Background: an optimization exercise with open tools, aiming at small area and a short achievable clock period. Do not read the settings as production practice.
Where RTL was checked, it was by simulation tests only, not by an equivalence proof against the original.
For runs 1 to 3, only the layout was checked, not whether the RTL still works.
Power figures rest on the tool's default switching activity, not on a simulated workload.

File: flow/run.sh
#!/bin/bash
# synth_recipe.tcl (not shown) runs the flow's synth.tcl, then flattens the netlist and writes it again
# the make line also repeats each setting of config.mk as NAME=value (left out here)
make -C /OpenROAD-flow-scripts/flow DESIGN_CONFIG=/design/flow/config.mk WORK_HOME=/design/flow/orfs CLKGATE_MAP_FILE= SYNTH_SCRIPT=/design/flow/synth_recipe.tcl finish
File: flow/config.mk
export PLATFORM = sky130hd
export DESIGN_NAME = CPU
export DESIGN_NICKNAME = CPU
export VERILOG_FILES = /design/flow/design.v
export SDC_FILE = /design/flow/constraint.sdc
export NUM_CORES = 4
export LEC_CHECK = 0
export CAP_MARGIN = 20
export CORE_MARGIN = 2
export CORE_UTILIZATION = 40
export PLACE_DENSITY = 0.6
export SETUP_SLACK_MARGIN = 4.5
export SLEW_MARGIN = 20
File: flow/constraint.sdc
create_clock -name core_clock -period 7.5 [get_ports {clk}]
set_input_delay 1.5000 -clock core_clock [delete_from_list [all_inputs] [get_ports {clk}]]
set_output_delay 1.5000 -clock core_clock [all_outputs]
set_load 0.01 [all_outputs]
File: flow/design.v
`timescale 1ns/1ps
module CPU (
    input  wire clk,
    input  wire rst,
    output wire [15:0] total_instructions,
    output wire [15:0] total_loads,
    output wire [15:0] total_stores,
    output wire [15:0] total_alus,
    output wire [15:0] total_controls,
    output wire [15:0] total_cycles,
    output wire [15:0] total_stall_cycles,
    output reg  done,
    output wire [15:0] imem_addr,
    input  wire [15:0] imem_rdata,
    output wire [15:0] dmem_addr,
    output wire [15:0] dmem_wdata,
    output wire        dmem_we,
    input  wire [15:0] dmem_rdata
);
    reg [15:0] pc;
    reg [3:0]  fc;
    reg        stall;
    reg [15:0] rr;
    reg [15:0] instr;                
    reg [15:0] if_pc;                
    reg [15:0] if_ir;
    reg [15:0] id_pc, id_rd1, id_rd2;
    reg [2:0]  id_rd, id_rt, id_fn;
    reg        id_sxb;
    reg        id_rw, id_lw, id_sw, id_ctl, id_for;
    reg        id_beq, id_bne, id_jmp, id_call, id_ret;
    reg        id_and, id_add, id_sub, id_sll, id_srl;
    reg        id_a_ex, id_a_wb, id_a_r1;
    reg        id_b_ex, id_b_wb, id_b_r2, id_b_im;
    reg        id_f_ex, id_f_wb, id_f_r2;
    reg [15:0] ex_alu, ex_wd;
    reg [15:0] ex_x;                 
    reg [2:0]  ex_rd;                
    reg        ex_rw, ex_lw, ex_sw, ex_ctl;
    reg        ex_fortk, ex_beq, ex_bne, ex_jmp, ex_call, ex_ret;
    reg [15:0] dm_rd;                
    reg [15:0] wb_wd;
    reg [2:0]  wb_rd;
    reg        wb_we;
    reg [15:0] rf [1:7];
    reg [7:1]  rv;
    reg [15:0] c_cyc, c_ld, c_st, c_alu, c_ctl, c_stl;
    assign imem_addr          = pc;
    assign dmem_addr          = ex_alu;
    assign dmem_wdata         = ex_wd;
    assign dmem_we            = ex_sw;
    assign total_instructions = c_cyc;
    assign total_cycles       = c_cyc;
    assign total_loads        = c_ld;
    assign total_stores       = c_st;
    assign total_alus         = c_alu;
    assign total_controls     = c_ctl;
    assign total_stall_cycles = c_stl;
    always @(posedge clk)
        instr <= (pc[15:6] == 10'd0) ? imem_rdata : 16'hF000;
    always @(posedge clk)
        if_pc <= pc;
    always @(posedge clk or posedge rst)
        if (rst) if_ir <= 16'b0;
        else     if_ir <= instr;
    wire [3:0] op   = if_ir[15:12];
    wire [2:0] d_rd = if_ir[11:9];
    wire [2:0] d_rs = if_ir[8:6];
    wire [2:0] d_rt = if_ir[5:3];
    wire [2:0] d_fn = if_ir[2:0];
    wire d_r    = (op == 4'd0);
    wire d_j    = (op == 4'd1);
    wire d_andi = (op == 4'd2);
    wire d_addi = (op == 4'd3);
    wire d_lw   = (op == 4'd4);
    wire d_sw   = (op == 4'd5);
    wire d_beq  = (op == 4'd6);
    wire d_bne  = (op == 4'd7);
    wire d_for  = (op == 4'd8);
    wire d_oth  = op[3] & (op[2:0] != 3'd0);
    wire d_byfn = d_r | d_j | d_oth;         
    wire d_jmp  = d_j & (d_fn == 3'd0);
    wire d_call = d_j & (d_fn == 3'd1);
    wire d_ret  = d_j & (d_fn == 3'd2);
    wire d_rw   = d_r | d_andi | d_addi | d_lw | d_for | d_call;
    wire d_sx   = d_addi | d_lw | d_sw | d_beq | d_bne;
    wire d_ctl  = d_beq | d_bne | d_jmp | d_call | d_ret | d_for;
    wire d_and  = (d_byfn & (d_fn == 3'd0)) | d_andi | d_beq | d_bne;
    wire d_add  = (d_byfn & (d_fn == 3'd1)) | d_addi;
    wire d_sub  = d_byfn & (d_fn == 3'd2);
    wire d_sll  = d_byfn & (d_fn == 3'd3);
    wire d_srl  = d_byfn & (d_fn == 3'd4);
    wire d_bim  = d_andi | d_addi;
    wire [15:0] rs_val = (d_rs != 3'd0 && rv[d_rs]) ? rf[d_rs] : 16'b0;
    wire [15:0] rt_val = (d_rt != 3'd0 && rv[d_rt]) ? rf[d_rt] : 16'b0;
    wire [2:0] n_rd = stall ? id_rd : d_rd;
    wire [2:0] n_rt = stall ? id_rt : d_rt;
    wire       ns   = ~stall;
    wire exfw   = id_rw & id_rd[0];                 
    wire wbv    = ex_rw & (ex_rd != 3'd0);          
    wire n_a_ex = exfw & (d_rs == 3'd1);
    wire n_a_wb = ~n_a_ex & wbv & (ex_rd == d_rs);
    wire n_f_ex = exfw & (n_rt == 3'd1);
    wire n_f_wb = ~n_f_ex & wbv & (ex_rd == n_rt);
    wire n_bim  = ns & d_bim;
    always @(posedge clk) begin
        id_pc   <= if_pc;
        id_rd1  <= rs_val;
        id_rd2  <= stall ? id_rd2 : rt_val;
        id_rd   <= n_rd;
        id_rt   <= n_rt;
        id_fn   <= d_fn;
        id_sxb  <= d_sx & if_ir[5];
        id_rw   <= stall | d_rw;
        id_lw   <= stall | d_lw;
        id_sw   <= ns & d_sw;
        id_ctl  <= ns & d_ctl;
        id_for  <= ns & d_for;
        id_beq  <= ns & d_beq;
        id_bne  <= ns & d_bne;
        id_jmp  <= ns & d_jmp;
        id_call <= ns & d_call;
        id_ret  <= ns & d_ret;
        id_and  <= ns & d_and;
        id_add  <= ns & d_add;
        id_sub  <= ns & d_sub;
        id_sll  <= ns & d_sll;
        id_srl  <= ns & d_srl;
        id_a_ex <= n_a_ex;
        id_a_wb <= n_a_wb;
        id_a_r1 <= ~n_a_ex & ~n_a_wb;
        id_f_ex <= n_f_ex;
        id_f_wb <= n_f_wb;
        id_f_r2 <= ~n_f_ex & ~n_f_wb;
        id_b_ex <= ~n_bim & n_f_ex;
        id_b_wb <= ~n_bim & n_f_wb;
        id_b_r2 <= ~n_bim & ~n_f_ex & ~n_f_wb;
        id_b_im <= n_bim;
    end
    always @(posedge clk or posedge rst)
        if (rst) stall <= 1'b0;
        else     stall <= stall | (d_lw & ((d_rt == instr[8:6]) | (d_rt == instr[5:3])));
    always @(posedge clk or posedge rst)
        if (rst)         rr <= 16'b0;
        else if (d_call) rr <= pc + 16'd1;
    wire [15:0] imm = {{10{id_sxb}}, id_rt, id_fn};
    wire [15:0] A  = ({16{id_a_ex}} & ex_alu) | ({16{id_a_wb}} & wb_wd)
                   | ({16{id_a_r1}} & id_rd1);
    wire [15:0] B  = ({16{id_b_ex}} & ex_alu) | ({16{id_b_wb}} & wb_wd)
                   | ({16{id_b_r2}} & id_rd2) | ({16{id_b_im}} & imm);
    wire [15:0] FB = ({16{id_f_ex}} & ex_alu) | ({16{id_f_wb}} & wb_wd)
                   | ({16{id_f_r2}} & id_rd2);
    wire [15:0] r_and = A & B;
    wire [15:0] r_add = A + B;
    wire [15:0] r_sub = A - B;
    wire [15:0] r_sll = A << B[3:0];
    wire [15:0] r_srl = A >> B[3:0];
    wire [15:0] result = ({16{id_and}} & r_and) | ({16{id_add}} & r_add)
                       | ({16{id_sub}} & r_sub) | ({16{id_sll}} & r_sll)
                       | ({16{id_srl}} & r_srl) | {15'b0, id_for & FB[0]};
    wire [15:0] m_r   = 16'hFFFF >> B[3:0];
    wire [15:0] m_l   = 16'hFFFF << B[3:0];
    wire nz_and = |r_and;
    wire nz_add = ((A ^ B) != {A[14:0] | B[14:0], 1'b0});
    wire nz_sub = (A != B);
    wire nz_sll = |(A & m_r);
    wire nz_srl = |(A & m_l);
    wire nz = (id_and & nz_and) | (id_add & nz_add) | (id_sub & nz_sub)
            | (id_sll & nz_sll) | (id_srl & nz_srl) | (id_for & FB[0]);
    always @(posedge clk or posedge rst)
        if (rst) begin
            ex_alu   <= 16'b0;
            ex_wd    <= 16'b0;
            ex_rw    <= 1'b0;
            ex_lw    <= 1'b0;
            ex_sw    <= 1'b0;
            ex_ctl   <= 1'b0;
            ex_fortk <= 1'b0;
            ex_beq   <= 1'b0;
            ex_bne   <= 1'b0;
            ex_jmp   <= 1'b0;
            ex_call  <= 1'b0;
            ex_ret   <= 1'b0;
        end else begin
            ex_alu   <= result;
            ex_wd    <= FB;
            ex_rw    <= id_rw;
            ex_lw    <= id_lw;
            ex_sw    <= id_sw;
            ex_ctl   <= id_ctl;
            ex_fortk <= id_for & FB[0];
            ex_beq   <= id_beq;
            ex_bne   <= id_bne;
            ex_jmp   <= id_jmp;
            ex_call  <= id_call;
            ex_ret   <= id_ret;
        end
    always @(posedge clk) begin
        ex_x  <= id_for ? id_rd1 : id_pc;
        ex_rd <= id_rd;
    end
    always @(posedge clk) begin
        dm_rd <= (ex_alu[15:8] == 8'd0) ? dmem_rdata : 16'b0;
        wb_wd <= ex_lw ? dm_rd : ex_alu;
        wb_rd <= ex_rd;
        wb_we <= ex_rw & (ex_rd != 3'd0);
    end
    integer i;
    always @(posedge clk)
        for (i = 1; i < 8; i = i + 1)
            if (wb_we && wb_rd == i) rf[i] <= wb_wd;
    always @(posedge clk or posedge rst)
        if (rst) rv <= 7'b0;
        else for (i = 1; i < 8; i = i + 1)
            if (wb_we && wb_rd == i) rv[i] <= 1'b1;
    wire        hold = done | stall;
    wire [15:0] pc1  = pc + 16'd1;
    wire [15:0] tgt  = ex_x + imm;
    wire        take = ~hold & ((ex_beq & ~nz) | (ex_bne & nz));
    wire [15:0] oth  = hold     ? pc
                     : ex_fortk ? ex_x
                     : ex_jmp   ? {ex_x[15:9], ex_alu[8:0]}
                     : ex_call  ? ex_alu
                     : ex_ret   ? rr
                     : pc1;
    always @(posedge clk or posedge rst)
        if (rst) begin
            pc   <= 16'b0;
            fc   <= 4'd0;
            done <= 1'b0;
        end else begin
            pc <= take ? tgt : oth;
            if (!done) begin
                fc <= fc + 4'd1;
                if (fc == 4'd14) done <= 1'b1;
            end
        end
    wire [15:0] c_sel = ex_lw ? c_ld : ex_sw ? c_st : c_alu;
    wire [15:0] c_inc = c_sel + 16'd1;
    always @(posedge clk or posedge rst)
        if (rst) begin
            c_cyc <= 16'b0;
            c_ld  <= 16'b0;
            c_st  <= 16'b0;
            c_alu <= 16'b0;
            c_ctl <= 16'b0;
            c_stl <= 16'b0;
        end else begin
            c_cyc <= c_cyc + 16'd1;
            if (ex_lw)               c_ld  <= c_inc;
            if (ex_sw)               c_st  <= c_inc;
            if (!(ex_lw | ex_sw))    c_alu <= c_inc;
            if (ex_ctl)              c_ctl <= c_ctl + 16'd1;
            if (stall)               c_stl <= c_stl + 16'd1;
        end
endmodule
==> results of run 1 <==
[cells by family (layout without fill, tap and decap cells)]
logic type               after synthesis  after routing
AO/OA/AOI/OAI                        568            571
other                                  0              1
multiplexers                         105            105
AND/OR/NAND/NOR                      677            679
XOR/XNOR                             153            153
buffers and inverters                243            575
adder cells (fa/ha/maj)               92             92
flip-flops                           481            481
[routing by layer]
layer	part of all wire (%)	vias to the layer above	track usage (%)
met5	0.065	-	0
met4	4.9	8	12.4
met3	7.9	219	4.71
met2	45	1044	43.5
met1	42	9886	36.3
li1	-	9049	-
[critical path, stage by stage (launching register included)]
cell                        delay, ns
sky130_fd_sc_hd__dfxtp_1         0.63
sky130_fd_sc_hd__nand2_1         0.14
sky130_fd_sc_hd__nand2_2         0.28
sky130_fd_sc_hd__ha_2            0.42
sky130_fd_sc_hd__nor4_2          0.22
sky130_fd_sc_hd__or4b_4          0.50
sky130_fd_sc_hd__o21ai_2         0.14
sky130_fd_sc_hd__o2111ai_2       0.14
sky130_fd_sc_hd__a211oi_2        0.20
sky130_fd_sc_hd__o311a_4         0.32
sky130_fd_sc_hd__a31oi_4         0.15
sky130_fd_sc_hd__or4b_1          0.57
sky130_fd_sc_hd__o221ai_1        0.09
[worst max-delay path by stage]
stage / depth (start not counted) / to / slack [ns] / start
floorplan: 14 / pc[8] / 3.41 / ex_alu[14]
global placement: 12 / pc[6] / 2.57 / id_a_ex
detailed placement: 12 / pc[6] / 2.41 / id_a_ex
CTS: 13 / pc[7] / 3.54 / ex_alu[14]
global route: 13 / pc[3] / 3.46 / ex_alu[14]
finish: 12 / pc[6] / 3.58 / wb_wd[9]
[cell type report]
cell class | count | area (um2) | share of cell area (%)
Clock buffer | 75 | 1610 | 5.28
Clock inverter | 21 | 270 | 0.889
Multi-Input combinational cell | 1600 | 11500 | 38.0
Sequential cell | 481 | 12000 | 39.6
Timing Repair inverter | 2 | 15.0 | 0.0494
Timing Repair Buffer | 388 | 3590 | 11.8
Inverter | 89 | 365 | 1.20
Tap cell | 773 | 967 | 3.18
Antenna cell | 1 | 2.50 | 0.00823
[through the flow]
stage	power (mW)	util (%)	cells	cell area, um2	worst slack [ns]
2_1_floorplan	5.80	-	2319	24000	3.41
3_3_place_gp	7.21	44.8	3168	26400	2.57
3_5_place_dp	7.24	44.8	3168	26400	2.41
4_1_cts	10.4	50.8	3395	29900	3.54
5_1_grt	11.0	51.6	3429	30400	3.46
6_report	10.5	51.6	3430	30400	3.58
[layout by cell type, fill, tap and decap left out, types with 83 or more instances in the layout]
cell type,count
sky130_fd_sc_hd__xnor2_1,97
sky130_fd_sc_hd__a21oi_1,129
sky130_fd_sc_hd__nor2_1,184
sky130_fd_sc_hd__a22oi_1,83
sky130_fd_sc_hd__nand2_1,198
sky130_fd_sc_hd__dlygate4sd2_1,142
sky130_fd_sc_hd__dfxtp_1,132
sky130_fd_sc_hd__buf_4,161
sky130_fd_sc_hd__edfxtp_1,131
sky130_fd_sc_hd__dfrtp_1,156
[power groups by stage]
stage	Clock, mW	Sequential (mW)	Combinational [mW]
5_1_grt	2.92	3.90	4.17
3_3_place_gp	0	3.97	3.24
6_report	2.78	3.85	3.88
3_5_place_dp	0	3.98	3.26
4_1_cts	2.81	3.85	3.70
2_1_floorplan	0	3.70	2.10
[what timing repair did]
| action | in CTS | in global routing |
|---|---|---|
| gates resized for setup | 374 | 48 |
| gates cloned | 13 | 2 |
| buffers inserted | 118 | 32 |
| pin swaps | 75 | 33 |
| endpoints found under the setup margin | 258 | 107 |
==> flow_metrics.py, run 1 <==
metrics = {
    "global_routing": {
        "grt_pass1_vias": 19600,
        "grt.overflow.total": 0,
        "groute.usage.overall_pct": 27.3,
        "first_pass_grt_wire_length_mm": 126,
        "grt_antenna_before_repair": 6,
        "grt_start_max_net_pins": 155,
    },
    "synth": {
        "adder_cell_area_share_of_the_yosys_netlist_pct": 4.92,
        "most_repeated_cell_in_the_gate_level_netlist_after_synthesis": "sky130_fd_sc_hd__nand2_1",
        "synth_top_area_share_pct": 20.9,
        "synthesis.area_um2": 23800,
        "synthesized_instance_count": 2319,
        "synthDistinctLibCells": 95,
        "synth-xor-area-share_pct": 5.63,
        "async_set_or_reset_flop_fraction_in_the_synthesized_netlist_pct": 41.4,
        "synth_top_area_cell": "sky130_fd_sc_hd__dfrtp_1",
        "ys_ff_latch": 481,
        "yosys-mux-area-fraction_pct": 4.76,
        "combinational_family_with_the_most_area_after_synthesis": "compound AO/OA/AOI/OAI gates",
        "seq_area_frac_synth_pct": 50.1,
        "synth-compound-area-share_pct": 16.4,
        "yosys_warnings": 18,
        "synth_enable_flop_cells": 131,
        "synth_area_per_cell_um2": 10.3,
        "synth-main-ff-cell": "sky130_fd_sc_hd__dfrtp_1",
        "synth_commonest_cells": "sky130_fd_sc_hd__nand2_1, sky130_fd_sc_hd__dfrtp_1, sky130_fd_sc_hd__nor2_1",
        "synthTopCellsByArea": "sky130_fd_sc_hd__dfrtp_1, sky130_fd_sc_hd__edfxtp_1, sky130_fd_sc_hd__dfxtp_1, sky130_fd_sc_hd__ha_1, sky130_fd_sc_hd__xnor2_1",
        "synth_simple_gate_area_share_pct": 13.5,
        "postSynthNetCount": 2444,
    },
    "worst_hold_path": {
        "min_to": "ex_call",
        "hold-path-cell-count": 0,
        "hold_path_class": "reg2reg",
        "hold_path_startpoint": "id_call",
    },
    "critical_path": {
        "critPathLaunchType": "flip-flop",
        "critical_path_arrival_ns": 4.43,
        "path_max_fanout": 10,
        "rr_endpoint": "pc[6]",
        "reg2reg_from": "wb_wd[9]",
        "worst_r2r_path_depth": 12,
        "timing.reg2reg.setup_slack_ns": 3.58,
        "critPathRequiredTime_ns": 8.00,
        "worst-setup-path-type": "reg2reg",
        "category_of_the_worst_setup_path_capture_point": "flip-flop",
    },
    "floorplanning": {
        "initial_cell_density_of_the_core_pct": 40.4,
        "placement_rows": 89,
        "fp.dieW_um": 248,
        "design.die.area_um2": 61500,
        "die_height_um": 248,
        "boundaryPins": 196,
        "placeableCoreArea_um2": 58900,
    },
    "timing": {
        "post-route-min-period_ns": 3.92,
        "final_max_slew_viol_count": 0,
        "fin_hold_ws_ns": 0.320,
        "rsz0062_at_grt": "true",
        "fmaxAchievable_mhz": 255,
        "setup_viol": 0,
        "hold_viol": 0,
        "clock_skew_ns": 0.0193,
        "tns_ns": 0,
        "worst_pin_slew_ns": 1.04,
        "relSlewSlack_pct": 29.5,
        "post-route-period-util_pct": 52.3,
    },
    "pwr": {
        "irDropWorstVdd_mv": 0.192,
        "p_sw_share_pct": 36.7,
        "intPower_mw": 6.65,
        "p_comb_share_pct": 36.9,
        "p_sw_mw": 3.85,
        "p_seq_share_pct": 36.7,
        "power.density_cell_area_nw_per_um2": 346,
        "share_clk_of_total_power_pct": 26.4,
        "p_leak_nw": 13.0,
    },
    "cells_and_area": {
        "largest_register": "rf",
        "largest_register_ffs": 112,
        "fillerInstances": 5273,
        "layout-drive-gt1-share_pct": 20.9,
        "layout.nets": 2739,
        "area_delta_synth_final_pct": 27.7,
    },
    "clock_tree": {
        "clk_pin_slew_ns": 0.07,
        "cts-htree-levels": 2,
        "cts_num_sinks": 481,
        "cts_buffers": 52,
        "clockRootBuffer": "sky130_fd_sc_hd__clkbuf_16",
        "holdBufCountCts": 0,
        "clockBufferDepth": 3,
        "insertion_delay_ns": 0.60,
        "cts_tree": "yes",
    },
    "route": {
        "final_antenna_net_count": 0,
        "drt_wl_total_mm": 85.6,
        "average_vias_per_placed_instance": 5.89,
        "drt_first_pass_iters": 8,
        "dr_vias": 20200,
        "first_iter_violations": 2181,
        "avgRoutedWirePerCell_um": 25.0,
        "route.detailed.drc": 0,
    },
    "placement": {
        "port-buffer-count": 195,
        "hpwl_mm": 56.5,
        "place.gp.congestion": 0.978,
    },
    "status": {
        "outcome": "no timing/DRC/antenna violations",
    },
    "run": {
        "cap_viol_max_count": 0,
    },
}
==> run 2: changes to the inputs <==
--- a/flow/design.v
+++ b/flow/design.v
@@ -159,13 +159,14 @@
                        | ({16{id_sub}} & r_sub) | ({16{id_sll}} & r_sll)
                        | ({16{id_srl}} & r_srl) | {15'b0, id_for & FB[0]};
-    wire [15:0] m_r   = 16'hFFFF >> B[3:0];
-    wire [15:0] m_l   = 16'hFFFF << B[3:0];
-    wire nz_and = |r_and;
-    wire nz_add = ((A ^ B) != {A[14:0] | B[14:0], 1'b0});
-    wire nz_sub = (A != B);
-    wire nz_sll = |(A & m_r);
-    wire nz_srl = |(A & m_l);
-    wire nz = (id_and & nz_and) | (id_add & nz_add) | (id_sub & nz_sub)
-            | (id_sll & nz_sll) | (id_srl & nz_srl) | (id_for & FB[0]);
+    wire [15:0] m_r = 16'hFFFF >> B[3:0];
+    wire [15:0] m_l = 16'hFFFF << B[3:0];
+    wire [15:0] x_ab = A ^ B;
+    wire [15:0] o_ab = A | B;
+    wire [15:0] zv = ({16{id_add}} & (x_ab ^ {o_ab[14:0], 1'b0}))
+                   | ({16{id_sub}} & x_ab)
+                   | ({16{id_and}} & A & B)
+                   | ({16{id_sll}} & A & m_r)
+                   | ({16{id_srl}} & A & m_l);
+    wire nz = (|zv) | (id_for & FB[0]);
     always @(posedge clk or posedge rst)
         if (rst) begin
@@ -217,6 +218,5 @@
     wire [15:0] pc1  = pc + 16'd1;
     wire [15:0] tgt  = ex_x + imm;
-    wire        take = ~hold & ((ex_beq & ~nz) | (ex_bne & nz));
-    wire [15:0] oth  = hold     ? pc
+    wire [15:0] base = hold     ? pc
                      : ex_fortk ? ex_x
                      : ex_jmp   ? {ex_x[15:9], ex_alu[8:0]}
@@ -224,4 +224,6 @@
                      : ex_ret   ? rr
                      : pc1;
+    wire [15:0] pc_nz = (~hold & ex_bne) ? tgt : base;
+    wire [15:0] pc_z  = (~hold & ex_beq) ? tgt : base;
     always @(posedge clk or posedge rst)
         if (rst) begin
@@ -230,5 +232,5 @@
             done <= 1'b0;
         end else begin
-            pc <= take ? tgt : oth;
+            pc <= nz ? pc_nz : pc_z;
             if (!done) begin
                 fc <= fc + 4'd1;
==> run 2 against run 1 <==
Effect of this change: critical endpoint is now pc[2]; clock power fell by 7.2%; maximum frequency rose by 1.3%; cell area fell by 1.5%; worst setup slack improved by 0.052 ns; largest cell class unchanged; largest power group unchanged.
==> flow_metrics.py, run 2 <==
metrics = {
    "status": {
        "outcome": "no timing/DRC/antenna violations",
    },
    "global_routing": {
        "grt_antenna_before_repair": 2,
        "grt_start_max_net_pins": 75,
        "grt_pass1_vias": 19500,
        "groute.usage.overall_pct": 28.1,
        "first_pass_grt_wire_length_mm": 128,
        "grt.overflow.total": 0,
    },
    "cells_and_area": {
        "mostFrequentLayoutCells": "sky130_fd_sc_hd__nand2_1, sky130_fd_sc_hd__nor2_1, sky130_fd_sc_hd__dfrtp_1",
        "largest_register": "rf",
        "layout_commonest_cell": "sky130_fd_sc_hd__nand2_1",
        "largest_register_ffs": 112,
        "layout.nets": 2705,
        "area_delta_synth_final_pct": 27.3,
        "layout-drive-gt1-share_pct": 20.1,
    },
    "floorplanning": {
        "design.die.area_um2": 60800,
        "fp.dieW_um": 247,
        "initial_cell_density_of_the_core_pct": 40.6,
        "die_height_um": 247,
        "placement_rows": 88,
        "placeableCoreArea_um2": 57900,
        "boundaryPins": 196,
    },
    "route": {
        "route.detailed.drc": 0,
        "dr_vias": 20100,
        "drt_first_pass_iters": 6,
        "first_iter_violations": 2083,
        "final_antenna_net_count": 0,
        "avgRoutedWirePerCell_um": 25.3,
        "drt_wl_total_mm": 86.1,
        "average_vias_per_placed_instance": 5.91,
    },
    "clock_tree": {
        "clockRootBuffer": "sky130_fd_sc_hd__clkbuf_16",
        "cts_num_sinks": 481,
        "clockBufferDepth": 3,
        "cts_buffers": 51,
        "clk_pin_slew_ns": 0.06,
        "cts_tree": "yes",
        "cts-htree-levels": 2,
        "insertion_delay_ns": 0.63,
        "holdBufCountCts": 0,
    },
    "critical_path": {
        "category_of_the_worst_setup_path_capture_point": "flip-flop",
        "worst_path_dominant_cell_family": "compound AO/OA/AOI/OAI gates",
        "path_max_fanout": 7,
        "timing.critical_path.slowest_stage_cell": "sky130_fd_sc_hd__or4_1",
        "worst-setup-path-type": "reg2reg",
        "critical_path_arrival_ns": 4.42,
        "critPathLaunchType": "flip-flop",
        "max_stage_delay_ns": 0.52,
        "wp_buf_inv": 2,
        "path_depth": 14,
        "crit_chain": "a22oi_2 > and3_4 > inv_1 > ha_4 > xnor2_1 > nor4_2 > o2111ai_1 > o31a_1 > a2111oi_4 > o2111ai_2 > buf_4 > o31a_4 > or4_1 > nand3_1",
        "worst_r2r_path_depth": 14,
        "critPathRequiredTime_ns": 8.04,
    },
    "synth": {
        "synthTopCellsByArea": "sky130_fd_sc_hd__dfrtp_1, sky130_fd_sc_hd__edfxtp_1, sky130_fd_sc_hd__dfxtp_1, sky130_fd_sc_hd__ha_1, sky130_fd_sc_hd__xnor2_1",
        "synth_top_area_cell": "sky130_fd_sc_hd__dfrtp_1",
        "synth_commonest_cells": "sky130_fd_sc_hd__nand2_1, sky130_fd_sc_hd__dfrtp_1, sky130_fd_sc_hd__nor2_1",
        "synth_area_per_cell_um2": 10.2,
        "postSynthNetCount": 2430,
        "seq_area_frac_synth_pct": 50.7,
        "synth_top_area_share_pct": 21.2,
        "synth_enable_flop_cells": 131,
        "async_set_or_reset_flop_fraction_in_the_synthesized_netlist_pct": 41.4,
        "ys_ff_latch": 481,
        "most_repeated_cell_in_the_gate_level_netlist_after_synthesis": "sky130_fd_sc_hd__nand2_1",
        "synthesized_instance_count": 2314,
        "synthesis.area_um2": 23500,
        "synthDistinctLibCells": 77,
        "synth-main-ff-cell": "sky130_fd_sc_hd__dfrtp_1",
        "yosys_warnings": 18,
    },
    "timing": {
        "clock_skew_ns": 0.0273,
        "tns_ns": 0,
        "worst_pin_slew_ns": 1.12,
        "rsz0062_at_grt": "true",
        "post-route-period-util_pct": 51.6,
        "hold_viol": 0,
        "fmaxAchievable_mhz": 258,
        "post-route-min-period_ns": 3.87,
        "final_max_slew_viol_count": 0,
        "fin_hold_ws_ns": 0.318,
        "relSlewSlack_pct": 24.9,
        "setup_viol": 0,
    },
    "pwr": {
        "p_seq_share_pct": 31.2,
        "p_comb_share_pct": 47.9,
        "p_leak_nw": 12.7,
        "p_sw_share_pct": 41.1,
        "irDropWorstVdd_mv": 0.182,
        "share_clk_of_total_power_pct": 20.9,
        "intPower_mw": 7.28,
        "power.density_cell_area_nw_per_um2": 413,
        "p_sw_mw": 5.08,
    },
    "placement": {
        "hpwl_mm": 58.4,
        "place.gp.congestion": 0.991,
        "port-buffer-count": 195,
    },
    "worst_hold_path": {
        "hold-path-cell-count": 0,
        "hold_path_class": "reg2reg",
    },
    "run": {
        "cap_viol_max_count": 0,
    },
}
run 2: changes by cell type after synthesis, sizes merged, moves of 8 or more:
cell    before  now
clkbuf      97  106
xor2        55   46
o21ai       81   94
o211ai      34   25
nand2      215  203
a22oi       85  104
buf         56   47
nand4       31   19
ha          88   80
run 2: cell type report:
| cell class | instances | area, um2 |
|---|---|---|
| inverter | 91 | 399 |
| timing repair buffer | 369 | 3380 |
| sequential | 481 | 12000 |
| timing repair inverter | 2 | 32.5 |
| clock inverter | 21 | 244 |
| multi-input combinational | 1593 | 11400 |
| fill | 5252 | 28000 |
| clock buffer | 74 | 1490 |
| tap | 765 | 957 |
| antenna | 1 | 2.50 |
run 2: what timing repair did:
item,CTS,global route
gates resized for setup,394,49
pin swaps,45,43
endpoints found under the setup margin,222,49
gates cloned,11,0
buffers inserted,119,11
hold endpoints to repair,0,0
run 2: metrics by stage:
step                      instance area, um2  util [%]  setup WS [ns]  total power [mW]  cells
final                                  30000      51.7           3.63              12.4   3397
after global routing                   30000      51.7           3.55              12.9   3396
after CTS                              29700      51.2           3.76              12.1   3384
after detailed placement               26200      45.2           2.60              8.77   3159
after global placement                 26200      45.2           2.78              8.75   3159
after floorplan                        23800         -           3.43              6.91   2314
run 2: path summary, 6_finish.rpt:
kind	from	endpoint	slack, ns
min in group asynchronous	rst	c_cyc[14]	1.19
max in group asynchronous	rst	c_stl[6]	5.06
setup reg to reg	ex_alu[13]	pc[2]	3.63
hold / removal	instr[0]	if_ir[0]	0.32
hold reg to reg	instr[0]	if_ir[0]	0.32
setup / recovery	ex_alu[13]	pc[2]	3.63
run 2: kinds of logic after synthesis:
group | synth area share, %
adder cells (fa/ha/maj) | 4.46
AO/OA/AOI/OAI | 17.3
XOR/XNOR | 5.39
multiplexers | 4.66
AND/OR/NAND/NOR | 13.0
buffers and inverters | 4.38
flip-flops | 50.7
run 2: worst register-to-register path, stage by stage (launching register included):
cell and delay (ns):
sky130_fd_sc_hd__dfrtp_2 0.48, sky130_fd_sc_hd__a22oi_2 0.21, sky130_fd_sc_hd__and3_4 0.24, sky130_fd_sc_hd__inv_1 0.08, sky130_fd_sc_hd__ha_4 0.26, sky130_fd_sc_hd__xnor2_1 0.15
sky130_fd_sc_hd__nor4_2 0.30, sky130_fd_sc_hd__o2111ai_1 0.18, sky130_fd_sc_hd__o31a_1 0.30, sky130_fd_sc_hd__a2111oi_4 0.23, sky130_fd_sc_hd__o2111ai_2 0.22, sky130_fd_sc_hd__buf_4 0.18
sky130_fd_sc_hd__o31a_4 0.37, sky130_fd_sc_hd__or4_1 0.52, sky130_fd_sc_hd__nand3_1 0.09
run 2: power by group through the flow:
stage / registers [mW] / logic, mW / clock network, mW
6_report: 3.86 / 5.92 / 2.58
4_1_cts: 3.85 / 5.58 / 2.62
2_1_floorplan: 3.72 / 3.19 / 0
3_5_place_dp: 3.95 / 4.83 / 0
5_1_grt: 3.91 / 6.31 / 2.73
3_3_place_gp: 3.93 / 4.82 / 0
run 2: per-layer routing:
layer | global-route usage (%) | vias up | part of all wire [%]
li1 | - | 8979 | -
met1 | 37.7 | 9936 | 42
met2 | 44.1 | 978 | 45
met3 | 5.25 | 198 | 7.9
met4 | 12.3 | 2 | 5.0
met5 | 0 | - | 0.015
==> run 3: changes to the inputs <==
--- a/flow/design.v
+++ b/flow/design.v
@@ -1,2 +1,38 @@
+`timescale 1ns/1ps
+module PrefixAdd #(parameter N = 16) (
+    input  wire [N-1:0] a,
+    input  wire [N-1:0] b,
+    input  wire         cin,
+    output wire [N-1:0] s
+);
+    reg [N-1:0] g, p;
+    integer i, k;
+    always @(*) begin
+        g = a & b;
+        p = a | b;
+        g[0] = g[0] | (p[0] & cin);
+        for (k = 1; k < N; k = k * 2)
+            for (i = N - 1; i >= k; i = i - 1) begin
+                g[i] = g[i] | (p[i] & g[i-k]);
+                p[i] = p[i] & p[i-k];
+            end
+    end
+    wire [N-1:0] c = {g[N-2:0], cin};
+    assign s = (a ^ c) ^ b;
+endmodule
+module PrefixInc #(parameter N = 16) (
+    input  wire [N-1:0] a,
+    output wire [N-1:0] s
+);
+    reg [N-1:0] p;
+    integer i, k;
+    always @(*) begin
+        p = a;
+        for (k = 1; k < N; k = k * 2)
+            for (i = N - 1; i >= k; i = i - 1)
+                p[i] = p[i] & p[i-k];
+    end
+    assign s = a ^ {p[N-2:0], 1'b1};
+endmodule
 `timescale 1ns/1ps
 module CPU (
@@ -46,4 +82,5 @@
     reg [7:1]  rv;
     reg [15:0] c_cyc, c_ld, c_st, c_alu, c_ctl, c_stl;
+    wire [15:0] pc1, tgt;
     assign imem_addr          = pc;
     assign dmem_addr          = ex_alu;
@@ -143,5 +180,5 @@
     always @(posedge clk or posedge rst)
         if (rst)         rr <= 16'b0;
-        else if (d_call) rr <= pc + 16'd1;
+        else if (d_call) rr <= pc1;
     wire [15:0] imm = {{10{id_sxb}}, id_rt, id_fn};
     wire [15:0] A  = ({16{id_a_ex}} & ex_alu) | ({16{id_a_wb}} & wb_wd)
@@ -152,20 +189,22 @@
                    | ({16{id_f_r2}} & id_rd2);
     wire [15:0] r_and = A & B;
-    wire [15:0] r_add = A + B;
-    wire [15:0] r_sub = A - B;
-    wire [15:0] r_sll = A << B[3:0];
-    wire [15:0] r_srl = A >> B[3:0];
+    wire [15:0] r_add, r_sub;
+    PrefixAdd #(16) u_add (.a(A), .b(B),  .cin(1'b0), .s(r_add));
+    PrefixAdd #(16) u_sub (.a(A), .b(~B), .cin(1'b1), .s(r_sub));
+    wire [15:0] r_sll = A << FB[3:0];
+    wire [15:0] r_srl = A >> FB[3:0];
     wire [15:0] result = ({16{id_and}} & r_and) | ({16{id_add}} & r_add)
                        | ({16{id_sub}} & r_sub) | ({16{id_sll}} & r_sll)
                        | ({16{id_srl}} & r_srl) | {15'b0, id_for & FB[0]};
-    wire [15:0] m_r = 16'hFFFF >> B[3:0];
-    wire [15:0] m_l = 16'hFFFF << B[3:0];
-    wire [15:0] x_ab = A ^ B;
+    wire [15:0] m_r = 16'hFFFF >> FB[3:0];
+    wire [15:0] m_l = 16'hFFFF << FB[3:0];
     wire [15:0] o_ab = A | B;
-    wire [15:0] zv = ({16{id_add}} & (x_ab ^ {o_ab[14:0], 1'b0}))
-                   | ({16{id_sub}} & x_ab)
-                   | ({16{id_and}} & A & B)
-                   | ({16{id_sll}} & A & m_r)
-                   | ({16{id_srl}} & A & m_l);
+    wire [15:0] z_add = (A ^ {o_ab[14:0], 1'b0}) ^ B;
+    wire [95:0] zv = {{16{id_add}} & z_add,
+                      {16{id_sub}} & A & ~B,
+                      {16{id_sub}} & ~A & B,
+                      {16{id_and}} & A & B,
+                      {16{id_sll}} & A & m_r,
+                      {16{id_srl}} & A & m_l};
     wire nz = (|zv) | (id_for & FB[0]);
     always @(posedge clk or posedge rst)
@@ -216,6 +255,6 @@
             if (wb_we && wb_rd == i) rv[i] <= 1'b1;
     wire        hold = done | stall;
-    wire [15:0] pc1  = pc + 16'd1;
-    wire [15:0] tgt  = ex_x + imm;
+    PrefixInc #(16) u_pc1 (.a(pc), .s(pc1));
+    PrefixAdd #(16) u_tgt (.a(ex_x), .b(imm), .cin(1'b0), .s(tgt));
     wire [15:0] base = hold     ? pc
                      : ex_fortk ? ex_x
@@ -239,5 +278,9 @@
         end
     wire [15:0] c_sel = ex_lw ? c_ld : ex_sw ? c_st : c_alu;
-    wire [15:0] c_inc = c_sel + 16'd1;
+    wire [15:0] c_inc, cyc_inc, ctl_inc, stl_inc;
+    PrefixInc #(16) u_cinc (.a(c_sel), .s(c_inc));
+    PrefixInc #(16) u_cyc  (.a(c_cyc), .s(cyc_inc));
+    PrefixInc #(16) u_ctl  (.a(c_ctl), .s(ctl_inc));
+    PrefixInc #(16) u_stl  (.a(c_stl), .s(stl_inc));
     always @(posedge clk or posedge rst)
         if (rst) begin
@@ -249,10 +292,10 @@
             c_stl <= 16'b0;
         end else begin
-            c_cyc <= c_cyc + 16'd1;
+            c_cyc <= cyc_inc;
             if (ex_lw)               c_ld  <= c_inc;
             if (ex_sw)               c_st  <= c_inc;
             if (!(ex_lw | ex_sw))    c_alu <= c_inc;
-            if (ex_ctl)              c_ctl <= c_ctl + 16'd1;
-            if (stall)               c_stl <= c_stl + 16'd1;
+            if (ex_ctl)              c_ctl <= ctl_inc;
+            if (stall)               c_stl <= stl_inc;
         end
 endmodule
--- a/flow/config.mk
+++ b/flow/config.mk
@@ -10,4 +10,4 @@
 export CORE_UTILIZATION = 40
 export PLACE_DENSITY = 0.6
-export SETUP_SLACK_MARGIN = 4.5
+export SETUP_SLACK_MARGIN = 5.0
 export SLEW_MARGIN = 20
==> run 3 against run 2 <==
Effect of this change: still clean on timing, DRC and antenna; area after synthesis down 1.6%; first-iteration DRC count up 27%; register-to-register slack better by 0.22 ns; die area down 1.6%; count of clock-buffer cells in the layout down 1; critical path depth up 1; non-clock buffer count up 229; sequential share of layout area down 2.5 points; sequential power down 8.8%; clock skew up 0.036 ns; largest cell class unchanged.
==> flow_metrics.py, run 3 <==
metrics = {
    "cells_and_area": {
        "layout_commonest_cell": "sky130_fd_sc_hd__buf_4",
        "area.sequential_um2": 12100,
        "finish.cell_count_without_fillers": 3582,
        "multi_input_comb_area_um2": 11600,
        "area_delta_synth_final_pct": 38.3,
        "layout.core_utilization_pct": 55.7,
        "mostFrequentLayoutCells": "sky130_fd_sc_hd__buf_4, sky130_fd_sc_hd__nor2_1, sky130_fd_sc_hd__nand2_1",
        "largest_register": "rf",
        "largest_register_ffs": 112,
        "final_area_um2": 32000,
        "layout.nets": 2829,
        "layout-drive-gt1-share_pct": 35.8,
        "insertedDiodeCount": 0,
        "fillerInstances": 4979,
    },
    "synth": {
        "synth_commonest_cells": "sky130_fd_sc_hd__nor2_1, sky130_fd_sc_hd__dfrtp_1, sky130_fd_sc_hd__nand2_1",
        "seq_area_frac_synth_pct": 51.6,
        "synth_area_per_cell_um2": 10.1,
        "synthDistinctLibCells": 84,
        "synthesis.area_um2": 23200,
        "synthTopCellsByArea": "sky130_fd_sc_hd__dfrtp_1, sky130_fd_sc_hd__edfxtp_1, sky130_fd_sc_hd__dfxtp_1, sky130_fd_sc_hd__xnor2_1, sky130_fd_sc_hd__nor2_1",
        "synth_top_area_cell": "sky130_fd_sc_hd__dfrtp_1",
        "ys_ff_latch": 481,
        "synth_top_area_share_pct": 21.5,
        "synth-main-ff-cell": "sky130_fd_sc_hd__dfrtp_1",
        "async_set_or_reset_flop_fraction_in_the_synthesized_netlist_pct": 41.4,
        "most_repeated_cell_in_the_gate_level_netlist_after_synthesis": "sky130_fd_sc_hd__nor2_1",
        "synthesized_instance_count": 2287,
        "postSynthNetCount": 2343,
        "synth_enable_flop_cells": 131,
        "yosys_warnings": 20,
    },
    "timing": {
        "hold_viol": 0,
        "worst_pin_slew_ns": 1.11,
        "post-route-period-util_pct": 48.6,
        "setup_viol": 0,
        "relSlewSlack_pct": 26.1,
        "final_max_slew_viol_count": 0,
        "post-route-min-period_ns": 3.65,
        "clock_skew_ns": 0.0629,
        "fmaxAchievable_mhz": 274,
        "tns_ns": 0,
        "rsz0062_at_grt": "true",
    },
    "critical_path": {
        "category_of_the_worst_setup_path_capture_point": "flip-flop",
        "crit_chain": "a222oi_1 > buf_4 > buf_12 > inv_2 > xnor2_1 > nand4_1 > or4_4 > a221oi_2 > nand4b_1 > mux2i_2 > buf_6 > buf_6 > mux2i_1 > a221oi_2 > o21ai_1",
        "worst-setup-path-type": "reg2reg",
        "critPathLaunchType": "flip-flop",
        "timing.critical_path.slowest_stage_cell": "sky130_fd_sc_hd__or4_4",
        "path_max_fanout": 7,
        "wp_buf_inv": 5,
        "worst_path_dominant_cell_family": "compound AO/OA/AOI/OAI gates",
        "max_stage_delay_ns": 0.54,
        "critical_path_arrival_ns": 4.10,
        "critPathRequiredTime_ns": 7.96,
    },
    "clock_tree": {
        "holdBufCountCts": 0,
        "cts-htree-levels": 2,
        "cts_buffers": 52,
        "cts_tree": "yes",
        "cts_num_sinks": 481,
        "insertion_delay_ns": 0.64,
        "clockRootBuffer": "sky130_fd_sc_hd__clkbuf_16",
        "clockBufferDepth": 3,
        "clk_pin_slew_ns": 0.06,
    },
    "global_routing": {
        "first_pass_grt_wire_length_mm": 129,
        "grt_antenna_before_repair": 1,
        "grt_pass1_vias": 20700,
        "grt.overflow.total": 0,
        "groute.usage.overall_pct": 28.1,
        "grt_start_max_net_pins": 71,
    },
    "floorplanning": {
        "placement_rows": 88,
        "fp.dieW_um": 245,
        "initial_cell_density_of_the_core_pct": 40.3,
        "boundaryPins": 196,
        "placeableCoreArea_um2": 57500,
        "design.die.area_um2": 59800,
        "die_height_um": 245,
    },
    "placement": {
        "hpwl_mm": 53.7,
        "placement.cell_area_um2": 25900,
        "place.gp.congestion": 0.942,
        "port-buffer-count": 195,
        "placedCellCount": 3126,
    },
    "pwr": {
        "p_leak_nw": 13.6,
        "irDropWorstVdd_mv": 0.202,
        "power.density_cell_area_nw_per_um2": 289,
        "power_mw": 9.26,
    },
    "route": {
        "final_antenna_net_count": 0,
        "route.detailed.drc": 0,
        "avgRoutedWirePerCell_um": 24.0,
        "average_vias_per_placed_instance": 5.86,
        "first_iter_violations": 2637,
        "dr_vias": 21000,
        "drt_first_pass_iters": 10,
        "drt_wl_total_mm": 85.8,
    },
    "run": {
        "cap_viol_max_count": 0,
    },
    "status": {
        "outcome": "no timing/DRC/antenna violations",
    },
    "worst_hold_path": {
        "hold_path_class": "reg2reg",
    },
}
[run 3: area by class of cell]
cell class	count	share of cell area [%]
Sequential cell	481	37.6
Clock buffer	73	4.76
Tap cell	765	2.99
Timing Repair Buffer	598	16.8
Clock inverter	25	1.09
Multi-Input combinational cell	1596	36.1
Inverter	42	0.598
Timing Repair inverter	2	0.0391
[run 3: path summary, 6_finish.rpt]
| check | from | to | slack, ns | cells past startpoint |
|---|---|---|---|---|
| min in group asynchronous | rst | ex_sw | 1.42 | 3 |
| worst min register to register | id_lw | ex_lw | 0.33 | 0 |
| max in group asynchronous | rst | c_cyc[2] | 5.30 | 4 |
| worst min-delay path | id_lw | ex_lw | 0.33 | 0 |
| worst max register to register | ex_alu[0] | pc[13] | 3.85 | 15 |
| worst max-delay path | ex_alu[0] | pc[13] | 3.85 | 15 |
[run 3: through the flow]
| step | worst slack [ns] | hold WS [ns] |
|---|---|---|
| floorplan | 3.43 | 0.310 |
| global placement | 2.71 | 0.310 |
| detailed placement | 2.78 | 0.312 |
| CTS | 3.96 | 0.326 |
| global route | 3.65 | 0.329 |
| finish | 3.85 | 0.325 |
[run 3: layer usage]
metal	vias up	part of all wire (%)	GRT usage, %	wire length, um
li1	9344	-	-	-
met1	10400	42	38.4	35900
met5	-	0	0	0
met4	0	4.4	11.4	3740
met3	214	8.5	5.20	7280
met2	1076	45	44.0	38900
[run 3: repair_timing]
item,in CTS,in global routing
gates cloned,12,0
pin swaps,64,59
endpoints found under the setup margin,323,262
endpoints found under the hold margin,0,0
gates resized for setup,1044,114
buffers inserted,289,57
[run 3: worst register-to-register path: stages, from the launching register on]
cell and delay (ns):
sky130_fd_sc_hd__dfrtp_2 0.44, sky130_fd_sc_hd__a222oi_1 0.39, sky130_fd_sc_hd__buf_4 0.22, sky130_fd_sc_hd__buf_12 0.11
sky130_fd_sc_hd__inv_2 0.06, sky130_fd_sc_hd__xnor2_1 0.15, sky130_fd_sc_hd__nand4_1 0.11, sky130_fd_sc_hd__or4_4 0.54
sky130_fd_sc_hd__a221oi_2 0.28, sky130_fd_sc_hd__nand4b_1 0.20, sky130_fd_sc_hd__mux2i_2 0.27, sky130_fd_sc_hd__buf_6 0.18
sky130_fd_sc_hd__buf_6 0.11, sky130_fd_sc_hd__mux2i_1 0.08, sky130_fd_sc_hd__a221oi_2 0.25, sky130_fd_sc_hd__o21ai_1 0.09
[run 3: cells by family (layout without fill, tap and decap cells)]
kind of cell	after synthesis	in the layout	synth area share (%)
AO/OA/AOI/OAI	613	613	17.7
AND/OR/NAND/NOR	676	676	13.7
buffers and inverters	210	740	3.93
multiplexers	98	98	4.65
XOR/XNOR	173	173	6.60
adder cells (fa/ha/maj)	36	36	1.83
flip-flops	481	481	51.6
[run 3: where the power goes]
part           internal, mW  switching [mW]  total, mW  leakage [nW]
clock                  1.66            1.09       2.75         0.924
sequential             3.10           0.420       3.52          5.06
combinational          1.44            1.55       2.98          7.65
total                  6.20            3.06       9.26          13.6
==> run 4: changes to the inputs <==
--- a/flow/design.v
+++ b/flow/design.v
@@ -149,25 +149,7 @@
         id_fn   <= d_fn;
         id_sxb  <= d_sx & if_ir[5];
-        id_rw   <= stall | d_rw;
-        id_lw   <= stall | d_lw;
-        id_sw   <= ns & d_sw;
-        id_ctl  <= ns & d_ctl;
-        id_for  <= ns & d_for;
-        id_beq  <= ns & d_beq;
-        id_bne  <= ns & d_bne;
-        id_jmp  <= ns & d_jmp;
-        id_call <= ns & d_call;
-        id_ret  <= ns & d_ret;
-        id_and  <= ns & d_and;
-        id_add  <= ns & d_add;
-        id_sub  <= ns & d_sub;
-        id_sll  <= ns & d_sll;
-        id_srl  <= ns & d_srl;
         id_a_ex <= n_a_ex;
         id_a_wb <= n_a_wb;
         id_a_r1 <= ~n_a_ex & ~n_a_wb;
-        id_f_ex <= n_f_ex;
-        id_f_wb <= n_f_wb;
-        id_f_r2 <= ~n_f_ex & ~n_f_wb;
         id_b_ex <= ~n_bim & n_f_ex;
         id_b_wb <= ~n_bim & n_f_wb;
@@ -176,4 +158,44 @@
     end
     always @(posedge clk or posedge rst)
+        if (rst) begin
+            id_rw   <= 1'b0;
+            id_lw   <= 1'b0;
+            id_sw   <= 1'b0;
+            id_ctl  <= 1'b0;
+            id_for  <= 1'b0;
+            id_beq  <= 1'b0;
+            id_bne  <= 1'b0;
+            id_jmp  <= 1'b0;
+            id_call <= 1'b0;
+            id_ret  <= 1'b0;
+            id_and  <= 1'b0;
+            id_add  <= 1'b0;
+            id_sub  <= 1'b0;
+            id_sll  <= 1'b0;
+            id_srl  <= 1'b0;
+            id_f_ex <= 1'b0;
+            id_f_wb <= 1'b0;
+            id_f_r2 <= 1'b0;
+        end else begin
+            id_rw   <= stall | d_rw;
+            id_lw   <= stall | d_lw;
+            id_sw   <= ns & d_sw;
+            id_ctl  <= ns & d_ctl;
+            id_for  <= ns & d_for;
+            id_beq  <= ns & d_beq;
+            id_bne  <= ns & d_bne;
+            id_jmp  <= ns & d_jmp;
+            id_call <= ns & d_call;
+            id_ret  <= ns & d_ret;
+            id_and  <= ns & d_and;
+            id_add  <= ns & d_add;
+            id_sub  <= ns & d_sub;
+            id_sll  <= ns & d_sll;
+            id_srl  <= ns & d_srl;
+            id_f_ex <= n_f_ex;
+            id_f_wb <= n_f_wb;
+            id_f_r2 <= ~n_f_ex & ~n_f_wb;
+        end
+    always @(posedge clk or posedge rst)
         if (rst) stall <= 1'b0;
         else     stall <= stall | (d_lw & ((d_rt == instr[8:6]) | (d_rt == instr[5:3])));
@@ -244,6 +266,8 @@
         wb_wd <= ex_lw ? dm_rd : ex_alu;
         wb_rd <= ex_rd;
-        wb_we <= ex_rw & (ex_rd != 3'd0);
     end
+    always @(posedge clk or posedge rst)
+        if (rst) wb_we <= 1'b0;
+        else     wb_we <= ex_rw & (ex_rd != 3'd0);
     integer i;
     always @(posedge clk)
--- a/flow/config.mk
+++ b/flow/config.mk
@@ -10,4 +10,4 @@
 export CORE_UTILIZATION = 40
 export PLACE_DENSITY = 0.6
-export SETUP_SLACK_MARGIN = 5.0
+export SETUP_SLACK_MARGIN = 4.5
 export SLEW_MARGIN = 20
==> run 4 against run 3 <==
Effect of this change: still clean on timing, DRC and antenna; hold slack gained 0.00055 ns; core utilization shrank 3.9 points; via count shrank 4.5%; synthesized cell count grew 0.13%; register-to-register slack gained 0.16 ns; clock power shrank 7%; global-route usage shrank 1.2 points; sequential cell count is the same; total power grew 17%; combinational power grew 44%; critical endpoint unchanged; largest power group is now combinational cells.
==> flow_metrics.py, run 4 <==
metrics = {
    "status": {
        "outcome": "no timing/DRC/antenna violations",
    },
    "synth": {
        "async_set_or_reset_flop_fraction_in_the_synthesized_netlist_pct": 45.3,
        "synth_top_area_share_pct": 23.6,
        "synthesis.area_um2": 23200,
        "yosys_warnings": 20,
        "synthesized_instance_count": 2290,
        "synth_area_per_cell_um2": 10.1,
        "synthTopCellsByArea": "sky130_fd_sc_hd__dfrtp_1, sky130_fd_sc_hd__edfxtp_1, sky130_fd_sc_hd__dfxtp_1, sky130_fd_sc_hd__xnor2_1, sky130_fd_sc_hd__nand2_1",
        "seq_area_frac_synth_pct": 52.0,
        "most_repeated_cell_in_the_gate_level_netlist_after_synthesis": "sky130_fd_sc_hd__nand2_1",
        "synth_top_area_cell": "sky130_fd_sc_hd__dfrtp_1",
        "postSynthNetCount": 2346,
        "synth_commonest_cells": "sky130_fd_sc_hd__nand2_1, sky130_fd_sc_hd__dfrtp_1, sky130_fd_sc_hd__nor2_1",
        "synth-main-ff-cell": "sky130_fd_sc_hd__dfrtp_1",
        "synth_enable_flop_cells": 131,
        "ys_ff_latch": 481,
        "synthDistinctLibCells": 86,
    },
    "global_routing": {
        "grt.overflow.total": 0,
        "groute.usage.overall_pct": 26.9,
        "grt_pass1_vias": 19600,
        "grt_start_max_net_pins": 147,
        "grt_antenna_before_repair": 5,
        "first_pass_grt_wire_length_mm": 123,
    },
    "timing": {
        "post-route-min-period_ns": 3.49,
        "relSlewSlack_pct": 29.5,
        "finalWorstSetupSlack_ns": 4.01,
        "fmaxAchievable_mhz": 287,
        "post-route-period-util_pct": 46.5,
        "setup_viol": 0,
        "rsz0062_at_grt": "true",
        "tns_ns": 0,
        "final_max_slew_viol_count": 0,
        "clock_skew_ns": 0.0250,
        "hold_viol": 0,
        "fin_hold_ws_ns": 0.326,
        "worst_pin_slew_ns": 1.05,
    },
    "route": {
        "drt_wl_total_mm": 82.5,
        "final_antenna_net_count": 0,
        "route.detailed.drc": 0,
        "first_iter_violations": 2205,
        "average_vias_per_placed_instance": 5.91,
        "avgRoutedWirePerCell_um": 24.3,
        "drt_first_pass_iters": 7,
        "dr_vias": 20000,
    },
    "cells_and_area": {
        "area_delta_synth_final_pct": 28.7,
        "area.sequential_um2": 12100,
        "final_area_um2": 29800,
        "layout.nets": 2640,
        "mostFrequentLayoutCells": "sky130_fd_sc_hd__nand2_1, sky130_fd_sc_hd__nor2_1, sky130_fd_sc_hd__dfrtp_1, sky130_fd_sc_hd__buf_4, sky130_fd_sc_hd__dlygate4sd2_1",
        "layout-drive-gt1-share_pct": 23.2,
        "largest_register": "rf",
        "layout.core_utilization_pct": 51.9,
        "finish.cell_count_without_fillers": 3393,
        "largest_register_ffs": 112,
        "layout_commonest_cell": "sky130_fd_sc_hd__nand2_1",
        "fillerInstances": 5152,
        "multi_input_comb_area_um2": 11100,
    },
    "clock_tree": {
        "clk_pin_slew_ns": 0.06,
        "cts-htree-levels": 2,
        "cts_buffers": 52,
        "clockBufferDepth": 3,
        "holdBufCountCts": 0,
        "insertion_delay_ns": 0.61,
        "clockRootBuffer": "sky130_fd_sc_hd__clkbuf_16",
        "cts_tree": "yes",
        "cts_num_sinks": 481,
    },
    "critical_path": {
        "worst-setup-path-type": "reg2reg",
        "crit_path_end": "pc[13]",
        "category_of_the_worst_setup_path_capture_point": "flip-flop",
        "critPathRequiredTime_ns": 8.01,
        "startpoint": "ex_alu[5]",
        "worst_r2r_path_depth": 12,
        "reg2reg_from": "ex_alu[5]",
        "rr_endpoint": "pc[13]",
        "critPathLaunchType": "flip-flop",
        "critical_path_arrival_ns": 3.99,
        "path_max_fanout": 8,
        "timing.reg2reg.setup_slack_ns": 4.01,
    },
    "floorplanning": {
        "fp.dieW_um": 245,
        "design.die.area_um2": 59800,
        "placeableCoreArea_um2": 57500,
        "die_height_um": 245,
        "initial_cell_density_of_the_core_pct": 40.3,
        "boundaryPins": 196,
        "placement_rows": 88,
    },
    "placement": {
        "port-buffer-count": 195,
        "place.gp.congestion": 0.995,
        "placedCellCount": 3129,
        "post-place-ws_ns": 3.08,
        "placement.cell_area_um2": 25900,
        "hpwl_mm": 55.0,
    },
    "worst_hold_path": {
        "hold_path_class": "reg2reg",
    },
    "pwr": {
        "power_mw": 10.8,
        "power.density_cell_area_nw_per_um2": 363,
        "p_leak_nw": 12.6,
        "irDropWorstVdd_mv": 0.228,
    },
    "run": {
        "cap_viol_max_count": 0,
    },
}
[run 4: cell types whose count changed after synthesis, sizes merged, moves of 8 or more]
cell	previous run	this run
nand2	184	225
a21oi	161	133
o211ai	15	37
dfrtp	199	218
dfxtp	151	132
a22oi	104	91
inv	41	52
a211oi	18	9
xor2	72	63
and2	38	46
mux2i	42	50
[run 4: routing by layer]
layer  global-route usage, %  up-vias  wire (um)
met2                    42.4     1073      37300
met3                    5.79      230       7380
li1                        -     8912          -
met4                    10.3        6       3490
met1                    36.1     9824      34200
met5                       0        -         38
[run 4: what timing repair did]
item                                   4_1_cts  5_1_grt
endpoints found under the hold margin        0        0
setup endpoints to repair                  205       63
pin swaps                                   56       61
setup buffers                              130       29
cloned                                       5        1
gates resized for setup                    371      106
[run 4: area by class of cell]
cell class,count,share of cell area (%)
Timing Repair inverter,1,0.0168
Multi-Input combinational cell,1595,37.3
Clock inverter,27,0.882
Clock buffer,70,4.83
Inverter,53,0.735
Timing Repair Buffer,400,12.2
Sequential cell,481,40.8
Tap cell,765,3.21
Antenna cell,1,0.00840
[run 4: where the power goes]
group	leakage, nW	internal [mW]	switching [mW]
sequential	5.18	3.28	0.701
combinational	6.60	1.88	2.40
clock	0.843	1.49	1.06
[run 4: critical path: stages (launching register included)]
cell                        delay, ns
sky130_fd_sc_hd__dfrtp_2         0.47
sky130_fd_sc_hd__a22o_2          0.31
sky130_fd_sc_hd__or2_2           0.34
sky130_fd_sc_hd__and2_4          0.21
sky130_fd_sc_hd__nor4_4          0.37
sky130_fd_sc_hd__o2111ai_2       0.21
sky130_fd_sc_hd__o41ai_4         0.26
sky130_fd_sc_hd__and4b_1         0.23
sky130_fd_sc_hd__nand4_1         0.19
sky130_fd_sc_hd__mux2i_2         0.25
sky130_fd_sc_hd__nor2_4          0.18
sky130_fd_sc_hd__buf_8           0.17
sky130_fd_sc_hd__mux2i_1         0.19
[run 4: logic make-up (layout without fill, tap and decap cells)]
family	count (synthesis)	after routing	synth area share [%]
compound gates	573	573	16.6
xor+xnor	169	169	6.39
fa+ha+maj	36	36	1.83
buf+inv	214	551	3.81
flops	481	481	52.0
mux	107	107	5.06
other cells	0	1	0
simple gates	710	710	14.4
[run 4: worst min-delay path by stage]
stage / from / to / slack (ns) / depth (start not counted)
6_report: if_pc[6] / id_pc[6] / 0.33 / 0
2_1_floorplan: if_pc[0] / id_pc[0] / 0.31 / 0
3_5_place_dp: if_pc[6] / id_pc[6] / 0.31 / 0
4_1_cts: if_pc[6] / id_pc[6] / 0.33 / 0
5_1_grt: if_pc[6] / id_pc[6] / 0.33 / 0
3_3_place_gp: if_pc[3] / id_pc[3] / 0.31 / 0
==> run 5: changes to the inputs <==
==> flow/flow/run.sh (new file) <==
#!/bin/bash
# The standard layout (standard synthesis, floorplan, placement, CTS,
# routing), with one change: every input and output port is buffered with
# sky130_fd_sc_hd__buf_2 instead of ORFS's default port buffer cell.
set -euo pipefail
export BUFFER_PORTS_ARGS="-buffer_cell sky130_fd_sc_hd__buf_2"
bash standard.sh > standard_flow.log 2>&1
==> flow/standard.sh (new file) <==
#!/bin/bash
# synth_recipe.tcl (not shown) runs the flow's synth.tcl, then flattens the netlist and writes it again
# the make line also repeats each setting of config.mk as NAME=value (left out here)
make -C /OpenROAD-flow-scripts/flow DESIGN_CONFIG=/design/flow/config.mk WORK_HOME=/design/flow/orfs CLKGATE_MAP_FILE= SYNTH_SCRIPT=/design/flow/synth_recipe.tcl "${@:-finish}"
--- a/flow/config.mk
+++ b/flow/config.mk
@@ -6,8 +6,12 @@
 export NUM_CORES = 4
 export LEC_CHECK = 0
+export ABC_AREA = 1
 export CAP_MARGIN = 20
 export CORE_MARGIN = 2
 export CORE_UTILIZATION = 40
+export CTS_BUF_LIST = sky130_fd_sc_hd__clkbuf_16
+export CTS_CLUSTER_DIAMETER = 80
+export CTS_CLUSTER_SIZE = 24
 export PLACE_DENSITY = 0.6
-export SETUP_SLACK_MARGIN = 4.5
+export SETUP_SLACK_MARGIN = 4.7
 export SLEW_MARGIN = 20
removed: flow/run.sh
==> run 5 against run 4 <==
Effect of this change: still clean; non-clock buffer count decreased by 115; register-to-register slack improved by 0.82 ns; cell area decreased by 2.3%; sequential power decreased by 2%; routed wire length increased by 7.5%; combinational power increased by 37%; synthesized cell count increased by 45%; count of clock-buffer cells in the layout decreased by 39; worst setup slack improved by 0.64 ns; hold slack improved by 0.0061 ns; maximum frequency increased by 23%.
==> flow_metrics.py, run 5 <==
metrics = {
    "status": {
        "outcome": "no timing/DRC/antenna violations",
    },
    "cells_and_area": {
        "multi_input_comb_area_um2": 11600,
        "largest_register": "rf",
        "mostFrequentLayoutCells": "sky130_fd_sc_hd__nand2_1, sky130_fd_sc_hd__inv_1, sky130_fd_sc_hd__nor2_1",
        "layout_commonest_cell": "sky130_fd_sc_hd__nand2_1",
        "largest_register_ffs": 112,
        "layout-drive-gt1-share_pct": 15.7,
        "finish.cell_count_without_fillers": 4383,
        "area.sequential_um2": 12100,
        "layout.core_utilization_pct": 46.2,
        "fillerInstances": 6446,
        "area_delta_synth_final_pct": 14.1,
        "layout.nets": 3567,
    },
    "critical_path": {
        "path_max_fanout": 2,
        "wp_buf_inv": 1,
        "timing.critical_path.slowest_stage_cell": "sky130_fd_sc_hd__dfrtp_4",
        "critPathLaunchType": "flip-flop",
        "worst_path_dominant_cell_family": "flip-flops",
        "critical_path_arrival_ns": 1.35,
        "max_stage_delay_ns": 0.57,
        "worst-setup-path-type": "reg2out",
        "category_of_the_worst_setup_path_capture_point": "output port",
        "critPathRequiredTime_ns": 6.00,
        "crit_chain": "buf_6",
    },
    "floorplanning": {
        "initial_cell_density_of_the_core_pct": 40.4,
        "boundaryPins": 196,
        "fp.dieW_um": 257,
        "design.die.area_um2": 65800,
        "die_height_um": 257,
        "placement_rows": 92,
        "placeableCoreArea_um2": 63100,
    },
    "route": {
        "first_iter_violations": 2638,
        "avgRoutedWirePerCell_um": 20.2,
        "average_vias_per_placed_instance": 5.34,
        "dr_vias": 23400,
        "final_antenna_net_count": 0,
        "route.detailed.drc": 0,
        "drt_wl_total_mm": 88.7,
        "drt_first_pass_iters": 8,
    },
    "synth": {
        "seq_area_frac_synth_pct": 47.2,
        "synth_top_area_cell": "sky130_fd_sc_hd__dfrtp_1",
        "ys_ff_latch": 481,
        "most_repeated_cell_in_the_gate_level_netlist_after_synthesis": "sky130_fd_sc_hd__nand2_1",
        "synthesis.area_um2": 25500,
        "synthDistinctLibCells": 59,
        "synth_top_area_share_pct": 21.4,
        "async_set_or_reset_flop_fraction_in_the_synthesized_netlist_pct": 45.3,
        "synthTopCellsByArea": "sky130_fd_sc_hd__dfrtp_1, sky130_fd_sc_hd__edfxtp_1, sky130_fd_sc_hd__nand2_1, sky130_fd_sc_hd__dfxtp_1, sky130_fd_sc_hd__nor2_1",
        "synthesized_instance_count": 3323,
        "yosys_warnings": 20,
        "postSynthNetCount": 3379,
        "synth_enable_flop_cells": 131,
        "synth_area_per_cell_um2": 7.68,
        "synth_commonest_cells": "sky130_fd_sc_hd__nand2_1, sky130_fd_sc_hd__nor2_1, sky130_fd_sc_hd__inv_1",
        "synth-main-ff-cell": "sky130_fd_sc_hd__dfrtp_1",
    },
    "clock_tree": {
        "cts_num_sinks": 481,
        "cts-htree-levels": 1,
        "clk_pin_slew_ns": 0.09,
        "cts_buffers": 31,
        "clockBufferDepth": 3,
        "clockRootBuffer": "sky130_fd_sc_hd__clkbuf_16",
        "insertion_delay_ns": 0.65,
        "cts_tree": "yes",
    },
    "placement": {
        "place.gp.congestion": 1.01,
        "placedCellCount": 4258,
        "port-buffer-count": 195,
        "hpwl_mm": 63.2,
        "post-place-ws_ns": 4.02,
    },
    "pwr": {
        "power.density_cell_area_nw_per_um2": 403,
        "p_leak_nw": 14.4,
        "irDropWorstVdd_mv": 0.217,
    },
    "timing": {
        "tns_ns": 0,
        "relSlewSlack_pct": 29.9,
        "fin_hold_ws_ns": 0.332,
        "worst_pin_slew_ns": 1.04,
        "fmaxAchievable_mhz": 351,
        "final_max_slew_viol_count": 0,
        "clock_skew_ns": 0.0352,
        "finalWorstSetupSlack_ns": 4.65,
        "post-route-min-period_ns": 2.85,
        "hold_viol": 0,
        "rsz0062_at_grt": "true",
        "setup_viol": 0,
        "post-route-period-util_pct": 38.0,
    },
    "global_routing": {
        "grt_start_max_net_pins": 118,
        "grt.overflow.total": 0,
        "grt_antenna_before_repair": 7,
        "first_pass_grt_wire_length_mm": 134,
        "grt_pass1_vias": 21800,
        "groute.usage.overall_pct": 26.4,
    },
    "run": {
        "cap_viol_max_count": 0,
    },
    "worst_hold_path": {
        "hold_path_class": "reg2reg",
    },
}
## run 5: what timing repair did
item	in CTS	in global routing
pin swaps	2	5
resized for setup	80	50
endpoints found under the setup margin	142	78
cloned	1	1
hold buffers	0	0
buffers inserted	49	15
## run 5: area by class of cell
type | instances | area share [%]
Tap cell | 846 | 3.64
Clock buffer | 31 | 2.66
Timing Repair Buffer | 285 | 6.33
Antenna cell | 1 | 0.00860
Multi-Input combinational cell | 2359 | 40.0
Sequential cell | 481 | 41.6
Inverter | 353 | 4.66
Clock inverter | 27 | 1.13
## run 5: layer usage
metal  global-route usage (%)  up-vias  wire (um)
li1                         -    11100          -
met1                     37.8    10900      39300
met2                     40.4     1120      38000
met3                     4.22      188       7840
met4                     9.11       12       3450
met5                        0        -         81
## run 5: worst paths after layout
path | startpoint | to | slack [ns] | cells after the start
hold reg to reg | instr[0] | if_ir[0] | 0.33 | 0
min in group asynchronous | rst | c_cyc[6] | 0.85 | 2
max in group asynchronous | rst | ex_lw | 5.24 | 4
setup reg to reg | ex_alu[0] | ex_alu[4] | 4.83 | 8
setup / recovery | ex_alu[7] | dmem_addr[7] | 4.65 | 1
hold / removal | instr[0] | if_ir[0] | 0.33 | 0
## run 5: worst register-to-register path, cell delays in order (launching register included)
cell	delay, ns
sky130_fd_sc_hd__dfrtp_2	0.49
sky130_fd_sc_hd__nand2_1	0.12
sky130_fd_sc_hd__nand3_1	0.29
sky130_fd_sc_hd__ha_1	0.36
sky130_fd_sc_hd__a21oi_1	0.32
sky130_fd_sc_hd__o21ai_0	0.29
sky130_fd_sc_hd__or2_2	0.36
sky130_fd_sc_hd__nand3_1	0.12
sky130_fd_sc_hd__o2111ai_1	0.17
## run 5: metrics by stage
stage | power [mW] | area [um2]
finish | 11.7 | 29100
global route | 12.5 | 29100
CTS | 11.5 | 28800
detailed placement | 9.38 | 27100
global placement | 9.39 | 27000
floorplan | 7.48 | 25500
## run 5: logic make-up after synthesis
family,count (synthesis),share of synthesized area [%]
multiplexers,17,0.746
AO/OA/AOI/OAI,429,9.61
adder cells (fa/ha/maj),22,1.11
XOR/XNOR,85,2.92
buffers and inverters,484,7.96
flip-flops,481,47.2
AND/OR/NAND/NOR,1805,30.5
## run 5: report_power, final
group | switching, mW | total, mW | internal [mW]
Sequential | 0.608 | 3.92 | 3.31
Combinational | 4.08 | 5.88 | 1.80
Clock | 1.05 | 1.94 | 0.891

[port drivers added, routing unchanged]
Ports are ideal in the flow. The routed layouts listed here were re-timed in OpenROAD.
Step 1 (the two cells are an assumption about what drives the block):
set clk [get_ports {clk}]
set_driving_cell -lib_cell sky130_fd_sc_hd__clkbuf_16 $clk
set_driving_cell -lib_cell sky130_fd_sc_hd__buf_2 [delete_from_list [all_inputs] $clk]
Step 2 moves the port delays by t, midway between the first and last clock arrival at a register: inputs arrive t later, outputs are due t later. That takes back most of the time a late clock gives input paths.
Slacks: ideal / step 1 / step 2; pairs: ideal / step 1.
run | shift t [ns] | setup WS [ns] | clock arrival spread, ns | worst register clock-pin slew, ns | worst slew at a driven data input, ns
run 1 | 0.653 | 3.578 / 3.578 / 3.578 | 0.021 / 0.021 | 0.07 / 0.07 | 0.07
run 2 | 0.675 | 3.630 / 3.630 / 3.630 | 0.028 / 0.028 | 0.07 / 0.07 | 0.08
run 3 | 0.663 | 3.852 / 3.852 / 3.852 | 0.069 / 0.069 | 0.06 / 0.06 | 0.07
run 4 | 0.656 | 4.012 / 4.012 / 4.012 | 0.025 / 0.026 | 0.07 / 0.07 | 0.06
run 5 | 0.694 | 4.653 / 4.590 / 4.586 | 0.035 / 0.036 | 0.10 / 0.10 | 0.05
After both steps every run listed still meets setup and hold. The setup slack of run 5, which loses most, moves by -0.063 ns with the drivers and by -0.067 ns with both steps. Setup slack includes reset recovery checks.
